This is an optimization exercise on Yosys and OpenROAD, whose aim is small area, not a production implementation. RTL that was checked went through simulation tests only; none was proved equivalent to the original. No functional check of the RTL was part of runs 1 and 2. No activity file was given, so power comes from the tool's default toggle rates.

<file path="design/flow/flow/run.sh">
#!/bin/bash
cp standard.sh standard_sh_copy.txt
export BUFFER_PORTS_ARGS="-buffer_cell sky130_fd_sc_hd__buf_1"
bash standard.sh > standard_flow.log 2>&1
</file>
<file path="design/flow/standard.sh">
#!/bin/bash
# synth_recipe.tcl (not shown) runs the flow's synth.tcl, then flattens the netlist and writes it again
# the make line also repeats each setting of config.mk as NAME=value (left out here)
make -C /OpenROAD-flow-scripts/flow DESIGN_CONFIG=/design/flow/config.mk WORK_HOME=/design/flow/orfs CLKGATE_MAP_FILE= SYNTH_SCRIPT=/design/flow/synth_recipe.tcl "${@:-finish}"
</file>
<file path="design/flow/config.mk">
export PLATFORM = sky130hd
export DESIGN_NAME = Tradeoff_52bits
export DESIGN_NICKNAME = Tradeoff_52bits
export VERILOG_FILES = /design/flow/design.v
export SDC_FILE = /design/flow/constraint.sdc
export NUM_CORES = 4
export LEC_CHECK = 0
export CAP_MARGIN = 20
export CORE_MARGIN = 2
export CORE_UTILIZATION = 30
export SLEW_MARGIN = 20
</file>
<file path="design/flow/constraint.sdc">
create_clock -name core_clock -period 110.0 [get_ports {clk}]
set_input_delay 22.0000 -clock core_clock [delete_from_list [all_inputs] [get_ports {clk}]]
set_output_delay 22.0000 -clock core_clock [all_outputs]
set_load 0.01 [all_outputs]
</file>
<file path="design/flow/design.v">
`timescale 1ns/1ps
module Tradeoff_52bits(clk, rst_n, W, found, N);
input clk, rst_n;
input [68:0] W;
output reg found;
output reg [52:0] N;
localparam [17:0] A = 18'd50861;
localparam [1:0] P1 = 2'd0, SRCH = 2'd1, BRW = 2'd2, HENS = 2'd3;
reg [1:0] ph;
reg [6:0] cnt;           
reg [2:0] kk;            
reg sc;                  
reg cyc;                 
reg sgn;                 
reg [16:0] V;            
reg [6:0] bc, bb;        
reg bsc, bsh;            
reg [1:0] car;           
wire p1 = (ph == P1);
wire srch = (ph == SRCH);
wire brw = (ph == BRW);
wire hens = (ph == HENS);
wire wi = W[cnt];
wire [6:0] t = ~cnt;
wire valid = ~(bc[6] & bc[5]);
wire dc = (cnt == bc);
wire db = valid & (cnt == bb);
wire [2:0] dlt = (dc ? (bsc ? 3'd1 : 3'd7) : 3'd0) +
                 (db ? (bsh ? 3'd1 : 3'd7) : 3'd0);       
wire is_dbl = (t[6] & t[2]) | (kk > t[6:4]);
wire dbl = srch & is_dbl & (t != 7'd0);
wire chk = srch & ~is_dbl;
wire [2:0] xd = p1 ? {2'b00, wi} : (dlt - {2'b00, wi});
wire [3:0] bt = {3'b000, wi} - {dlt[2], dlt} + {{2{car[1]}}, car};
wire [1:0] carn = bt[2:1];
wire ldr = brw & (cnt == 7'd68);
wire xzero = (p1 & (cnt == 7'd0)) | ldr;
wire [17:0] X = xzero ? 18'd0 : (dbl ? {V[15:0], 2'b00} : {V[16], V});
wire odd = X[0] ^ xd[0];
wire f = (V[15:0] >= 16'd25431);
reg [17:0] Yc;
always @(*) begin
    case ({kk, sc, cyc, sgn})
        6'b000000: Yc = 18'd211284;   
        6'b000001: Yc = 18'd211284;   
        6'b000010: Yc = 18'd160423;   
        6'b000011: Yc = 18'd1;   
        6'b000100: Yc = 18'd262143;   
        6'b000101: Yc = 18'd262143;   
        6'b000110: Yc = 18'd211282;   
        6'b000111: Yc = 18'd50860;   
        6'b001000: Yc = 18'd234102;   
        6'b001001: Yc = 18'd234102;   
        6'b001010: Yc = 18'd183241;   
        6'b001011: Yc = 18'd22819;   
        6'b001100: Yc = 18'd239325;   
        6'b001101: Yc = 18'd239325;   
        6'b001110: Yc = 18'd188464;   
        6'b001111: Yc = 18'd28042;   
        6'b010000: Yc = 18'd253987;   
        6'b010001: Yc = 18'd253987;   
        6'b010010: Yc = 18'd203126;   
        6'b010011: Yc = 18'd42704;   
        6'b010100: Yc = 18'd219440;   
        6'b010101: Yc = 18'd219440;   
        6'b010110: Yc = 18'd168579;   
        6'b010111: Yc = 18'd8157;   
        6'b011000: Yc = 18'd227960;   
        6'b011001: Yc = 18'd227960;   
        6'b011010: Yc = 18'd177099;   
        6'b011011: Yc = 18'd16677;   
        6'b011100: Yc = 18'd245467;   
        6'b011101: Yc = 18'd245467;   
        6'b011110: Yc = 18'd194606;   
        6'b011111: Yc = 18'd34184;   
        6'b100000: Yc = 18'd221744;   
        6'b100001: Yc = 18'd221744;   
        6'b100010: Yc = 18'd170883;   
        6'b100011: Yc = 18'd10461;   
        6'b100100: Yc = 18'd251683;   
        6'b100101: Yc = 18'd251683;   
        6'b100110: Yc = 18'd200822;   
        6'b100111: Yc = 18'd40400;   
        default: Yc = 18'd0;
    endcase
end
wire [17:0] Yh = {odd ? A[17:3] : {15{xd[2]}}, odd ? (3'd5 + xd) : xd};
wire [17:0] Yl = (carn == 2'b11) ? 18'd282 : (carn == 2'b01) ? 18'd101440 : 18'd0;
wire [17:0] Y = srch ? (dbl ? (f ? 18'd160422 : 18'd0) : Yc) : (ldr ? Yl : Yh);
wire [17:0] S = X + Y;
wire [15:0] lo = S[15:0] & ~{S[14:0], 1'b0};       
wire [3:0] e = {|(lo & 16'hff00), |(lo & 16'hf0f0), |(lo & 16'hcccc), |(lo & 16'haaaa)};
reg any_, mul_;
integer q;
always @(*) begin
    any_ = 1'b0; mul_ = 1'b0;
    for (q = 0; q < 16; q = q + 1) begin
        mul_ = mul_ | (any_ & S[q]);
        any_ = any_ | S[q];
    end
end
wire onehot = ~S[17] & ~S[16] & any_ & ~mul_;
wire negpat = S[17] & S[16] & S[15] & ~(|(S[14:0] & ~S[15:1]));
wire pat = onehot | negpat;
wire [6:0] bnew = t + {3'd0, e};
wire bok = ~(bnew[6] & (|bnew[5:2]));
wire [6:0] cnew = {t[6:4] - kk, t[3:0]};
wire better = {cnew, sc} < {bc, bsc};
wire hit = chk & pat & bok & better;
wire [16:0] Vn = S[17:1];
wire zero = (Vn == 17'd0) | (Vn == A[16:0]);
always @(posedge clk) begin
    N <= {odd, N[52:1]};
    if (p1 | hens | ldr | dbl)
        V <= Vn;
    if (p1) begin
        bc[6:5] <= 2'b11;
        car <= 2'b00;
    end else if (hit) begin
        bc <= cnew; bsc <= sc; bb <= bnew; bsh <= ~S[17];
    end else if (brw)
        car <= carn;
    if (~cyc) sgn <= S[17];
    if (p1 | dbl)
        {kk, sc, cyc} <= 5'd0;
    else if (chk)
        {kk, sc, cyc} <= {kk, sc, cyc} + 5'd1;
end
always @(posedge clk or negedge rst_n) begin
    if (!rst_n) begin
        ph <= P1; cnt <= 7'd0; found <= 1'b0;
    end else begin
        found <= 1'b0;
        case (ph)
            P1: begin
                if (cnt == 7'd68) begin
                    if (zero) begin ph <= BRW; cnt <= 7'd0; end
                    else begin ph <= SRCH; cnt <= ~7'd69; end
                end else cnt <= cnt + 7'd1;
            end
            SRCH: begin
                if (is_dbl) begin
                    cnt <= cnt + 7'd1;
                    if (t == 7'd0) ph <= valid ? BRW : HENS;
                end
            end
            BRW: begin
                if (cnt == 7'd68) begin ph <= HENS; cnt <= 7'd0; end
                else cnt <= cnt + 7'd1;
            end
            default: begin
                if (cnt == 7'd52) begin ph <= P1; cnt <= 7'd0; found <= 1'b1; end
                else cnt <= cnt + 7'd1;
            end
        endcase
    end
end
endmodule
</file>
==> qor.yml, run 1 <==
required_ps: 110050
synth_top_cell_area_share: 0.164
synthSimpleGateAreaFrac: 0.187
hold_buffers: 0
via_per_inst: 5.35
fin_crit_ps: 31690
die_w_um: 163
area_growth_pct: 14.5
synth_edf_count: 32
finalHoldViolations: 0
p_comb_frac: 0.149
cp_max_fo: 14
setup_viol: 0
cts.path.max_buffers: 2
swShare: 0.275
fin_cells: 1314
timing.rr.start: "cnt[2]"
coreArea_um2: 25000
syn_nets: 997
routedWlPerCell_um: 16.3
num_vias: 7035
max_freq_mhz: 31.6
p_int_mw: 0.0622
async_reset_ff_frac: 0.0962
synth_adder_area_share: 0.0900
antenna_cells: 0
tritoncts: "yes"
grt_setup_unrepaired: "false"
layout-drive-gt1-share: 0.0762
drc: 0
fin_area_um2: 8690
start_kind: "input port"
tightest_slew_ps: 919
drt_wl_total_um: 21400
ys.flop_type: "dfxtp_1"
post-cts-setup-buffers: 0
cts-root-buf: "clkbuf_16"
critPathMaxStageDelay_ps: 610
synth_top_family_by_area: "compound AO/OA/AOI/OAI gates"
final_max_slew_viol_count: 0
leakagePower_nw: 3.35
outcome: "complete, no violations"
fin_nets: 1101
overflow: 0
grt_use_total: 0.161
ir_worst_vdd_uv: 11.9
clk_pin_slew_ps: 70
fp.dieArea_um2: 26600
cts.sinks: 104
p_clk_frac: 0.369
worstPathArrival_ps: 31750
synthMuxAreaShare: 0.0808
synth_most_common_cell: "nand2_1"
synth_xor_area_frac: 0.0471
setup_tns_ps: 0
min_path_type: "flop to flop"
skew_ps: 10.1
syn_inst: 875
cts_buffers: 9
powerDensity_nw_per_um2: 9.88
critical_path_class: "input port to flop"
maxCapViolCount: 0
antenna_left: 0
synthTopCellsByCount: "nand2_1 (92), nor2_1 (77), a21oi_1 (74), dfxtp_1 (62), inv_1 (54)"
period_share: 0.288
slowest_stage: "or4_1"
gp_congestion: 0.888
grt_pass1_vias: 6546
synth_area_leaders: "dfxtp_1 (16%), edfxtp_1 (13%), ha_1 (7.4%), mux4_2 (6.5%), a21oi_1 (4.9%)"
synth_area_per_cell_um2: 8.67
rows: 58
drt_iter0_markers: 588
seqPwrFrac: 0.482
antenna_found_initial: 0
grt_max_degree: 37
worstHoldStart: "N[3]"
ys_types: 84
crit_start: "W[59]"
fillers: 2569
ys_seq_elements: 104
synth-compound-area-share: 0.221
drt_first_pass_iters: 5
die_h_um: 163
switchingPower_mw: 0.0236
synthesis.area_um2: 7590
placed_cell_area_um2: 8400
critPathCaptureType: "flop"
post-place-cells: 1298
maxSlewHeadroom: 0.386
h-tree-depth: 3
start_util: 0.303
io_pins: 125
yosysWarningCount: 1
hpwlAfterDp_um: 16500
clk-insertion-delay-late_ps: 350
post_cts_resized: 0
grt_pass1_wl_um: 34600
seq_area_frac_synth: 0.323
port_buffers: 124
synth_top_cell_by_area: "dfxtp_1"
## critical path: cells and delay by family
| family | cells | cell delay [ps] |
|---|---|---|
| AO/OA/AOI/OAI | 8 | 2740 |
| XOR/XNOR | 4 | 890 |
| adder cells (fa/ha/maj) | 5 | 1450 |
| buffers and inverters | 4 | 530 |
| multiplexers | 3 | 1460 |
| AND/OR/NAND/NOR | 12 | 2680 |
## path summary, 6_finish.rpt
check	depth (start not counted)	slack [ps]	end
setup / recovery	36	78310	bb[6]
hold / removal	0	350	N[2]
setup reg to reg	37	98540	bb[6]
hold reg to reg	0	350	N[2]
max in group asynchronous	1	88030	cnt[6]
min in group asynchronous	1	21600	ph[1]
## power by group through the flow
stage / registers, mW / clock network (mW) / logic, mW
2_1_floorplan: 0.0424 / 0 / 0.00825
3_3_place_gp: 0.0422 / 0 / 0.0126
3_5_place_dp: 0.0423 / 0 / 0.0126
4_1_cts: 0.0414 / 0.0325 / 0.0127
5_1_grt: 0.0415 / 0.0341 / 0.0141
6_report: 0.0414 / 0.0317 / 0.0128
## registers in the layout (all words and copies together) (netlist names)
register	cells
N	53
V	17
bb	7
bc	7
cnt	7
kk	3
car	2
ph	2
bsc	1
bsh	1
cyc	1
found	1
sc	1
sgn	1
## cell type report
cell class / instances / area [um^2] / area share
Clock buffer: 10 / 239 / 0.0275
Timing Repair Buffer: 137 / 563 / 0.0648
Inverter: 58 / 218 / 0.0250
Clock inverter: 6 / 56.3 / 0.00648
Sequential cell: 104 / 2450 / 0.282
Tap cell: 330 / 413 / 0.0475
Multi-Input combinational cell: 669 / 4750 / 0.547
## through the flow
stage	hold slack [ps]	util	power (mW)	worst slack (ps)
finish	348	0.347	0.0859	78310
global route	356	0.347	0.0897	77410
CTS	351	0.347	0.0866	78290
detailed placement	335	0.335	0.0549	77940
global placement	334	0.335	0.0548	78180
floorplan	382	-	0.0506	78730
## layout by cell type (no fill, tap or decap), drive strengths merged, types with 8 or more instances in the layout
| cell type | instances |
|---|---|
| a21o | 10 |
| nor4 | 9 |
| o22ai | 13 |
| nand2 | 92 |
| o21ai | 55 |
| xor2 | 13 |
| buf | 137 |
| dfrtp | 10 |
| xnor2 | 27 |
| nor2 | 77 |
| a211oi | 13 |
| and2 | 8 |
| edfxtp | 32 |
| mux4 | 22 |
| dfxtp | 62 |
| nor2b | 9 |
| a21oi | 74 |
| nand2b | 9 |
| clkbuf | 10 |
| nor3 | 24 |
| nand3 | 17 |
| ha | 45 |
| a2111oi | 9 |
| nand4 | 13 |
| inv | 61 |
| a31oi | 10 |
## kinds of logic after synthesis
logic type	after synthesis
AND/OR/NAND/NOR	293
AO/OA/AOI/OAI	252
flip-flops	104
buffers and inverters	102
adder cells (fa/ha/maj)	51
XOR/XNOR	40
multiplexers	33
## layer usage
layer  GRT usage  vias up  wire length [um]
li1            -     3435                 -
met3      0.0223       24              1280
met4      0.0394        0               279
met2       0.268      248             10100
met1       0.221     3328              9750
met5           0        -                 0
==> inputs of run 2 (changes only) <==
--- a/design/flow/design.v
+++ b/design/flow/design.v
@@ -9,4 +9,7 @@
 reg [1:0] ph;
 reg [6:0] cnt;           
+reg [6:0] cnt1;
+reg [4:0] sub1;
+wire [4:0] sub = {kk, sc, cyc};
 reg [2:0] kk;            
 reg sc;                  
@@ -17,4 +20,18 @@
 reg bsc, bsh;            
 reg [1:0] car;           
+integer ii;
+reg icy;
+always @(*) begin
+    icy = 1'b1;
+    for (ii = 0; ii < 7; ii = ii + 1) begin
+        cnt1[ii] = cnt[ii] ^ icy;
+        icy = icy & cnt[ii];
+    end
+    icy = 1'b1;
+    for (ii = 0; ii < 5; ii = ii + 1) begin
+        sub1[ii] = sub[ii] ^ icy;
+        icy = icy & sub[ii];
+    end
+end
 wire p1 = (ph == P1);
 wire srch = (ph == SRCH);
@@ -28,5 +45,6 @@
 wire [2:0] dlt = (dc ? (bsc ? 3'd1 : 3'd7) : 3'd0) +
                  (db ? (bsh ? 3'd1 : 3'd7) : 3'd0);       
-wire is_dbl = (t[6] & t[2]) | (kk > t[6:4]);
+wire kgt = (kk[2] & ~t[6]) | (~(kk[2] ^ t[6]) & ((kk[1] & ~t[5]) | (~(kk[1] ^ t[5]) & kk[0] & ~t[4])));
+wire is_dbl = (t[6] & t[2]) | kgt;
 wire dbl = srch & is_dbl & (t != 7'd0);
 wire chk = srch & ~is_dbl;
@@ -38,5 +56,11 @@
 wire [17:0] X = xzero ? 18'd0 : (dbl ? {V[15:0], 2'b00} : {V[16], V});
 wire odd = X[0] ^ xd[0];
-wire f = (V[15:0] >= 16'd25431);
+reg f;
+integer fi;
+always @(*) begin
+    f = 1'b1;                       
+    for (fi = 0; fi < 16; fi = fi + 1)
+        f = ((16'd25431 >> fi) & 16'd1) ? (V[fi] & f) : (V[fi] | f);
+end
 reg [17:0] Yc;
 always @(*) begin
@@ -88,5 +112,14 @@
 wire [17:0] Yl = (carn == 2'b11) ? 18'd282 : (carn == 2'b01) ? 18'd101440 : 18'd0;
 wire [17:0] Y = srch ? (dbl ? (f ? 18'd160422 : 18'd0) : Yc) : (ldr ? Yl : Yh);
-wire [17:0] S = X + Y;
+reg [17:0] S;
+reg ac;
+integer ai;
+always @(*) begin
+    ac = 1'b0;
+    for (ai = 0; ai < 18; ai = ai + 1) begin
+        S[ai] = X[ai] ^ Y[ai] ^ ac;
+        ac = (X[ai] & Y[ai]) | (ac & (X[ai] ^ Y[ai]));
+    end
+end
 wire [15:0] lo = S[15:0] & ~{S[14:0], 1'b0};       
 wire [3:0] e = {|(lo & 16'hff00), |(lo & 16'hf0f0), |(lo & 16'hcccc), |(lo & 16'haaaa)};
@@ -103,8 +136,34 @@
 wire negpat = S[17] & S[16] & S[15] & ~(|(S[14:0] & ~S[15:1]));
 wire pat = onehot | negpat;
-wire [6:0] bnew = t + {3'd0, e};
+wire [6:0] e7 = {3'b000, e};
+reg [6:0] bnew;
+reg bcy;
+integer bi;
+always @(*) begin
+    bcy = 1'b0;
+    for (bi = 0; bi < 7; bi = bi + 1) begin
+        bnew[bi] = t[bi] ^ e7[bi] ^ bcy;
+        bcy = (t[bi] & e7[bi]) | (bcy & (t[bi] ^ e7[bi]));
+    end
+end
 wire bok = ~(bnew[6] & (|bnew[5:2]));
-wire [6:0] cnew = {t[6:4] - kk, t[3:0]};
-wire better = {cnew, sc} < {bc, bsc};
+reg [2:0] ch;
+reg chb;
+integer ci;
+always @(*) begin
+    chb = 1'b0;                     
+    for (ci = 0; ci < 3; ci = ci + 1) begin
+        ch[ci] = t[ci+4] ^ kk[ci] ^ chb;
+        chb = (~t[ci+4] & kk[ci]) | (chb & ~(t[ci+4] ^ kk[ci]));
+    end
+end
+wire [6:0] cnew = {ch, t[3:0]};
+reg better;
+integer li;
+always @(*) begin
+    better = ~sc & bsc;             
+    for (li = 0; li < 7; li = li + 1)
+        better = (~cnew[li] & bc[li]) | (~(cnew[li] ^ bc[li]) & better);
+end
 wire hit = chk & pat & bok & better;
 wire [16:0] Vn = S[17:1];
@@ -125,5 +184,5 @@
         {kk, sc, cyc} <= 5'd0;
     else if (chk)
-        {kk, sc, cyc} <= {kk, sc, cyc} + 5'd1;
+        {kk, sc, cyc} <= sub1;
 end
 always @(posedge clk or negedge rst_n) begin
@@ -137,9 +196,9 @@
                     if (zero) begin ph <= BRW; cnt <= 7'd0; end
                     else begin ph <= SRCH; cnt <= ~7'd69; end
-                end else cnt <= cnt + 7'd1;
+                end else cnt <= cnt1;
             end
             SRCH: begin
                 if (is_dbl) begin
-                    cnt <= cnt + 7'd1;
+                    cnt <= cnt1;
                     if (t == 7'd0) ph <= valid ? BRW : HENS;
                 end
@@ -147,9 +206,9 @@
             BRW: begin
                 if (cnt == 7'd68) begin ph <= HENS; cnt <= 7'd0; end
-                else cnt <= cnt + 7'd1;
+                else cnt <= cnt1;
             end
             default: begin
                 if (cnt == 7'd52) begin ph <= P1; cnt <= 7'd0; found <= 1'b1; end
-                else cnt <= cnt + 7'd1;
+                else cnt <= cnt1;
             end
         endcase
==> run 2 against run 1 <==
Compared with the run above: hold slack improved by 0.63 ps; wire length fell by 14%; non-clock buffer count fell by 5; total power fell by 11%; final area fell by 7.7%; synthesized area fell by 7.9%; core utilization rose by 0.50 points; largest cell class unchanged; maximum frequency fell by 11%; clock skew barely moved; first-iteration DRC count fell by 14%; critical path type unchanged; final cell count fell by 10%.
==> qor.yml, run 2 <==
ys_types: 82
critical_path_class: "input port to flop"
cts_buffers: 9
routed.top_layer: "met4"
finalPower_mw: 0.0766
clk-insertion-delay-late_ps: 360
post-place-cells: 1164
drc: 0
post_cts_resized: 0
post-cts-setup-buffers: 0
synthTopCellsByCount: "nand2_1 (105), dfxtp_1 (62), nor2_1 (55), o21ai_0 (49), a21oi_1 (43)"
cts.sinks: 104
required_ps: 109990
crit_family: "adder cells"
min_path_type: "flop to flop"
place_ws_ps: 73710
synth_edf_count: 32
ir_worst_vdd_uv: 8.34
cts.path.max_buffers: 2
max_freq_mhz: 28.1
skew_ps: 10.2
io_pins: 125
synthMuxAreaShare: 0.0734
fin_nets: 992
ys_seq_elements: 104
critPathCaptureType: "flop"
drt_first_pass_iters: 5
via_per_inst: 5.11
die_h_um: 157
route.met3.wl_um: 1060
tritoncts: "yes"
drt_wl_total_um: 18400
synthSimpleGateAreaFrac: 0.174
layout_common_cells: "buf_1 (124), nand2_1 (105), dfxtp_1 (62)"
finalHoldViolations: 0
cts-root-buf: "clkbuf_16"
synthesis.area_um2: 6990
synth_xor_area_frac: 0.0370
final.setup.worst_slack_ps: 74450
overflow: 0
critPathMaxStageDelay_ps: 570
period_share: 0.323
layout-drive-gt1-share: 0.0704
grt_use_total: 0.152
clk_pin_slew_ps: 70
slowest_stage: "or4_1"
synth_top_family_by_area: "compound AO/OA/AOI/OAI gates"
start_kind: "input port"
die_w_um: 157
top_register: "N"
maxCapViolCount: 0
grt_pass1_vias: 5680
fp.dieArea_um2: 24500
fin_crit_ps: 35550
seq_area_frac_synth: 0.351
hold_buffers: 0
leakagePower_nw: 3.22
hpwlAfterDp_um: 14100
coreArea_um2: 22800
synth_most_common_cell: "nand2_1"
setup_tns_ps: 0
synth_adder_area_share: 0.130
final_common_cell: "buf_1"
area_growth_pct: 14.7
antenna_found_initial: 0
start_util: 0.307
async_reset_ff_frac: 0.0962
gp_congestion: 0.854
synth-compound-area-share: 0.184
h-tree-depth: 3
rows: 55
num_vias: 6034
synth_top_cell_area_share: 0.177
largestRegisters: "N: 53 flops, V: 17 flops"
outcome: "complete, no violations"
syn_inst: 762
largest_register_ffs: 53
drt_iter0_markers: 505
path_buf_inv: 11
synth_top_cell_by_area: "dfxtp_1"
yosysWarningCount: 1
ys.flop_type: "dfxtp_1"
tightest_slew_ps: 932
antenna_left: 0
routed-wl-met2_um: 8660
port_buffers: 124
wl_met1_um: 8500
routedWlPerCell_um: 15.6
grt_max_degree: 41
crit_top_cell: "fa_1"
final_max_slew_viol_count: 0
grt_setup_unrepaired: "false"
maxSlewHeadroom: 0.378
setup_viol: 0
worstPathArrival_ps: 35540
powerDensity_nw_per_um2: 9.55
synth_area_leaders: "dfxtp_1 (18%), edfxtp_1 (14%), fa_1 (6.6%), ha_1 (6.4%), nand2_1 (5.6%)"
syn_nets: 892
cp_max_fo: 14
antenna_cells: 0
synth_area_per_cell_um2: 9.18
grt_pass1_wl_um: 29700
fin_cells: 1180
## run 2: changes by cell type after synthesis, sizes merged, moves of 6 or more
cell    delta
buf        +6
mux2i     +20
inv       -16
nand2     +13
a22oi      +7
clkbuf     -7
nor2      -22
fa        +17
nor3      -11
a21oi     -31
mux4      -12
xnor2     -12
ha         -9
## run 2: cells by family (layout without fill, tap and decap cells)
| group | Yosys count | after routing |
|---|---|---|
| AO/OA/AOI/OAI | 192 | 192 |
| XOR/XNOR | 27 | 27 |
| adder cells (fa/ha/maj) | 59 | 59 |
| buffers and inverters | 84 | 189 |
| flip-flops | 104 | 104 |
| multiplexers | 38 | 38 |
| AND/OR/NAND/NOR | 258 | 258 |
## run 2: metal layers
| layer | track usage | up-vias |
|---|---|---|
| met4 | 0.0354 | 0 |
| li1 | - | 2950 |
| met5 | 0 | - |
| met2 | 0.252 | 205 |
| met1 | 0.207 | 2860 |
| met3 | 0.0274 | 19 |
## run 2: worst paths after layout
| path | from | end | slack, ps | depth (start not counted) |
|---|---|---|---|---|
| max | W[41] | bc[2] | 74450 | 51 |
| min | N[3] | N[2] | 350 | 0 |
| max reg2reg | cnt[3] | bc[2] | 94590 | 49 |
| min reg2reg | N[3] | N[2] | 350 | 0 |
| max in group asynchronous | rst_n | cnt[6] | 88010 | 1 |
| min in group asynchronous | rst_n | cnt[0] | 21610 | 1 |
## run 2: through the flow
stage,util,cell area [um^2],hold slack (ps)
2_1_floorplan,-,6990,382
3_3_place_gp,0.339,7710,334
3_5_place_dp,0.339,7710,336
4_1_cts,0.352,8020,351
5_1_grt,0.352,8020,354
6_report,0.352,8020,348
## run 2: where the power goes
| part | switching (mW) | internal, mW | leakage, nW |
|---|---|---|---|
| clock network | 0.0151 | 0.0174 | 0.151 |
| registers | 0.000432 | 0.0403 | 0.917 |
| logic | 0.00182 | 0.00163 | 2.15 |
| total | 0.0173 | 0.0593 | 3.22 |
## run 2: area by class of cell
cell class | count | area, um^2
clock buffers | 11 | 254
fillers | 2353 | 14800
repair buffers | 132 | 526
inverters | 41 | 154
clock inverters | 5 | 53.8
multi-input cells | 574 | 4190
flip-flops and latches | 104 | 2450
well taps | 313 | 392
==> inputs of run 3 (changes only) <==
--- a/design/flow/design.v
+++ b/design/flow/design.v
@@ -63,61 +63,38 @@
         f = ((16'd25431 >> fi) & 16'd1) ? (V[fi] & f) : (V[fi] | f);
 end
-reg [17:0] Yc;
+reg [15:0] Kc;
 always @(*) begin
-    case ({kk, sc, cyc, sgn})
-        6'b000000: Yc = 18'd211284;   
-        6'b000001: Yc = 18'd211284;   
-        6'b000010: Yc = 18'd160423;   
-        6'b000011: Yc = 18'd1;   
-        6'b000100: Yc = 18'd262143;   
-        6'b000101: Yc = 18'd262143;   
-        6'b000110: Yc = 18'd211282;   
-        6'b000111: Yc = 18'd50860;   
-        6'b001000: Yc = 18'd234102;   
-        6'b001001: Yc = 18'd234102;   
-        6'b001010: Yc = 18'd183241;   
-        6'b001011: Yc = 18'd22819;   
-        6'b001100: Yc = 18'd239325;   
-        6'b001101: Yc = 18'd239325;   
-        6'b001110: Yc = 18'd188464;   
-        6'b001111: Yc = 18'd28042;   
-        6'b010000: Yc = 18'd253987;   
-        6'b010001: Yc = 18'd253987;   
-        6'b010010: Yc = 18'd203126;   
-        6'b010011: Yc = 18'd42704;   
-        6'b010100: Yc = 18'd219440;   
-        6'b010101: Yc = 18'd219440;   
-        6'b010110: Yc = 18'd168579;   
-        6'b010111: Yc = 18'd8157;   
-        6'b011000: Yc = 18'd227960;   
-        6'b011001: Yc = 18'd227960;   
-        6'b011010: Yc = 18'd177099;   
-        6'b011011: Yc = 18'd16677;   
-        6'b011100: Yc = 18'd245467;   
-        6'b011101: Yc = 18'd245467;   
-        6'b011110: Yc = 18'd194606;   
-        6'b011111: Yc = 18'd34184;   
-        6'b100000: Yc = 18'd221744;   
-        6'b100001: Yc = 18'd221744;   
-        6'b100010: Yc = 18'd170883;   
-        6'b100011: Yc = 18'd10461;   
-        6'b100100: Yc = 18'd251683;   
-        6'b100101: Yc = 18'd251683;   
-        6'b100110: Yc = 18'd200822;   
-        6'b100111: Yc = 18'd40400;   
-        default: Yc = 18'd0;
+    case (kk)
+        3'd0: Kc = 16'd1;
+        3'd1: Kc = 16'd22819;
+        3'd2: Kc = 16'd42704;
+        3'd3: Kc = 16'd16677;
+        default: Kc = 16'd10461;
     endcase
 end
-wire [17:0] Yh = {odd ? A[17:3] : {15{xd[2]}}, odd ? (3'd5 + xd) : xd};
-wire [17:0] Yl = (carn == 2'b11) ? 18'd282 : (carn == 2'b01) ? 18'd101440 : 18'd0;
-wire [17:0] Y = srch ? (dbl ? (f ? 18'd160422 : 18'd0) : Yc) : (ldr ? Yl : Yh);
-reg [17:0] S;
+wire [17:0] T1 = chk ? ({2'b00, Kc} ^ {18{sc}}) :
+                 ldr ? ((carn == 2'b11) ? 18'd282 : (carn == 2'b01) ? 18'd261862 : 18'd0) :
+                 dbl ? 18'd0 : {{15{xd[2]}}, xd};
+wire cin = chk & sc;
+wire mneg, m1, m2;      
+assign m1 = chk ? (sc ? cyc : ~cyc) : (p1 | hens) ? odd : 1'b0;
+assign m2 = chk ? (~sc & cyc & ~sgn) : dbl ? f : ldr ? (carn == 2'b01) : 1'b0;
+assign mneg = chk ? (sc ? ~sgn : 1'b1) : dbl;
+wire [17:0] Am = (m1 ? A : 18'd0) | (m2 ? {A[16:0], 1'b0} : 18'd0);
+wire [17:0] T2 = mneg ? (18'd0 - Am) : Am;
+reg [17:0] S, ps, pc;
 reg ac;
 integer ai;
 always @(*) begin
-    ac = 1'b0;
     for (ai = 0; ai < 18; ai = ai + 1) begin
-        S[ai] = X[ai] ^ Y[ai] ^ ac;
-        ac = (X[ai] & Y[ai]) | (ac & (X[ai] ^ Y[ai]));
+        ps[ai] = X[ai] ^ T1[ai] ^ T2[ai];
+        pc[ai] = (X[ai] & T1[ai]) | (T2[ai] & (X[ai] ^ T1[ai]));
+    end
+    ac = cin;
+    S[0] = ps[0] ^ ac;
+    ac = ps[0] & ac;
+    for (ai = 1; ai < 18; ai = ai + 1) begin
+        S[ai] = ps[ai] ^ pc[ai-1] ^ ac;
+        ac = (ps[ai] & pc[ai-1]) | (ac & (ps[ai] ^ pc[ai-1]));
     end
 end
--- a/design/flow/config.mk
+++ b/design/flow/config.mk
@@ -9,3 +9,4 @@
 export CORE_MARGIN = 2
 export CORE_UTILIZATION = 30
+export CTS_BUF_LIST = sky130_fd_sc_hd__clkbuf_8
 export SLEW_MARGIN = 20
==> run 3 against run 2 <==
Compared with the run above: maximum frequency fell by 0.72%; wire length fell by 8.9%; worst setup slack worse by 260 ps; sequential power about the same; core utilization fell by 0.49 points; final area down 5.8%; total power shrank 13%; largest power group unchanged; synthesized cell count shrank 19%; clock power down 29%; combinational power decreased by 11%; clock skew barely moved.
==> qor.yml, run 3 <==
outcome: "complete, no violations"
crit_top_cell: "fa_1"
period_share: 0.326
overflow: 0
synthSimpleGateAreaFrac: 0.121
leakagePower_nw: 2.98
min_path_type: "flop to flop"
grt_pass1_wl_um: 27300
via_per_inst: 4.99
start_util: 0.305
rows: 54
layout-drive-gt1-share: 0.0915
cts_buffers: 9
clk_pin_slew_ps: 110
synthMuxAreaShare: 0.118
synth_edf_count: 32
syn_nets: 763
synth_top_cell_by_area: "dfxtp_1"
cts.path.max_buffers: 2
seq_area_frac_synth: 0.369
hpwlAfterDp_um: 13200
syn_inst: 614
post-cts-setup-buffers: 0
multi_input_area_um2: 3860
finalHoldViolations: 0
p_comb_frac: 0.046
synth_area_leaders: "dfxtp_1 (19%), edfxtp_1 (14%), fa_1 (12%), ha_1 (7.2%), mux4_2 (6.4%)"
num_vias: 5049
critical_path_class: "input port to flop"
async_reset_ff_frac: 0.0962
antenna_left: 0
layout_common_cells: "buf_1 (124), dfxtp_1 (62), inv_1 (59)"
max_freq_mhz: 27.9
hold_buffers: 0
synth_top_cell_area_share: 0.187
fp.dieArea_um2: 23300
antenna_cells: 0
placed_cell_area_um2: 7370
routedWlPerCell_um: 16.6
worstPathArrival_ps: 35850
clk-insertion-delay-late_ps: 390
p_clk_frac: 0.345
grt_setup_unrepaired: "false"
synth_area_per_cell_um2: 10.8
fin_area_um2: 7560
cp_max_fo: 14
largestRegisters: "N: 53 flops, V: 17 flops"
maxCapViolCount: 0
ir_worst_vdd_uv: 4.86
area_growth_pct: 13.8
fillers: 2187
ys.flop_type: "dfxtp_1"
skew_ps: 10.3
setup_viol: 0
post-place-cells: 996
seqPwrFrac: 0.609
synth_top_family_by_area: "adder cells"
coreArea_um2: 21800
synthesis.area_um2: 6640
port_buffers: 124
drc: 0
drt_wl_total_um: 16800
die_w_um: 153
setup_tns_ps: 0
cts.sinks: 104
tritoncts: "yes"
synth_adder_area_share: 0.192
synth_xor_area_frac: 0.0447
slowest_stage: "or4b_2"
fin_crit_ps: 35810
start_kind: "input port"
critPathCaptureType: "flop"
maxSlewHeadroom: 0.321
critPathMaxStageDelay_ps: 690
swShare: 0.243
grt_use_total: 0.147
largest_register_ffs: 53
drt_iter0_markers: 329
tightest_slew_ps: 1020
drt_first_pass_iters: 5
ys_seq_elements: 104
final_common_cell: "buf_1"
synth_most_common_cell: "dfxtp_1"
gp_congestion: 0.812
io_pins: 125
die_h_um: 153
final_util: 0.347
ys_types: 67
h-tree-depth: 3
antenna_found_initial: 0
synthTopCellsByCount: "dfxtp_1 (62), inv_1 (58), nand2_1 (56), fa_1 (40), ha_1 (38)"
fin_cells: 1012
fin_nets: 876
synth-compound-area-share: 0.104
required_ps: 110040
yosysWarningCount: 1
powerDensity_nw_per_um2: 8.83
seq_area_um2: 2450
grt_max_degree: 29
p_int_mw: 0.0505
post_cts_resized: 0
cts-root-buf: "clkbuf_8"
grt_pass1_vias: 5065
switchingPower_mw: 0.0162
top_register: "N"
final_max_slew_viol_count: 0
==> run 3: cell types whose count changed after synthesis, moves of 7 or more <==
cell	change
a21oi_1	-20
inv_1	+20
mux2i_1	-10
nand2_1	-49
xnor2_1	+9
nor2_1	-30
mux2_2	+14
a22oi_1	-9
o21ai_0	-26
clkbuf_1	-16
a31oi_1	-7
mux4_2	+9
fa_1	+17
nand3_1	-7
==> run 3: power by group through the flow <==
stage                     clock network [mW]  logic, mW  registers (mW)
after floorplan                            0   0.000809          0.0420
after global placement                     0    0.00303          0.0415
after detailed placement                   0    0.00310          0.0416
after CTS                             0.0238    0.00311          0.0407
after global routing                  0.0254    0.00332          0.0408
final                                 0.0230    0.00308          0.0407
==> run 3: per-layer routing <==
metal  global-route usage  vias to the layer above  wire [um]
met4               0.0542                        0        323
li1                     -                     2387          -
met3               0.0222                       23        787
met1                0.207                     2480       7900
met2                0.229                      159       7790
met5                    0                        -          0
==> run 3: per-stage QoR <==
stage	hold slack, ps	setup slack, ps	power, mW
finish	352	74190	0.0668
global route	359	73280	0.0695
detailed placement	335	73380	0.0447
CTS	355	73880	0.0676
floorplan	382	74650	0.0428
global placement	332	73770	0.0446
==> run 3: kinds of logic (layout without fill, tap and decap cells) <==
| family | Yosys count | in the layout |
|---|---|---|
| buf+inv | 85 | 203 |
| simple gates | 160 | 160 |
| compound gates | 103 | 103 |
| xor+xnor | 33 | 33 |
| flops | 104 | 104 |
| fa+ha+maj | 78 | 78 |
| mux | 51 | 51 |
==> run 3: path summary, 6_finish.rpt <==
check,startpoint,to,slack [ps],cells past startpoint
worst min register to register,N[27],N[26],350,0
worst max register to register,cnt[1],bb[3],94300,49
min in group asynchronous,rst_n,cnt[5],21560,1
max in group asynchronous,rst_n,ph[1],88080,1
worst max-delay path,W[22],bb[3],74190,50
worst min-delay path,N[27],N[26],350,0
==> run 3: area by class of cell <==
cell class / instances / area share
clock buffer: 9 / 0.0164
timing repair buffer: 127 / 0.0646
sequential: 104 / 0.325
multi-input combinational: 425 / 0.511
clock inverter: 7 / 0.00778
inverter: 60 / 0.0298
tap: 280 / 0.0464
==> run 3: worst max-delay path: cells and delay by family <==
family                   cells  cell delay (ps)
AO/OA/AOI/OAI                7             1690
XOR/XNOR                     2              310
adder cells (fa/ha/maj)     23             7610
buffers and inverters        8              600
multiplexers                 5             1750
AND/OR/NAND/NOR              5             1860

## separate check: timing with driven ports
In the flow no input, the clock included, has a driving cell. The finished layouts below were timed again as built, in two steps. Step 1 (the two cells are an assumption about what drives the block):
set clk [get_ports {clk}]
set_driving_cell -lib_cell sky130_fd_sc_hd__clkbuf_16 $clk
set_driving_cell -lib_cell sky130_fd_sc_hd__buf_2 [delete_from_list [all_inputs] $clk]
Step 2 times the ports against the registers' clock, not the clock port: input delays grow and output delays shrink by t, the midpoint of the rising clock arrivals with the driver on. a / b / c = ideal ports / drivers / drivers and shift; a / b = the first two.
run | shift t [ns] | setup slack, ns | clock arrival spread, ns | worst slew at a driven data input, ns
run 1 | 0.389 | 78.306 / 78.327 / 77.939 | 0.011 / 0.011 | 0.04
run 2 | 0.392 | 74.446 / 74.458 / 74.066 | 0.010 / 0.011 | 0.04
run 3 | 0.418 | 74.187 / 74.205 / 73.787 | 0.020 / 0.020 | 0.05
After both steps every run listed still meets setup and hold. The setup slack of run 3, which loses most, moves by +0.018 ns with the drivers and by -0.400 ns with both steps.
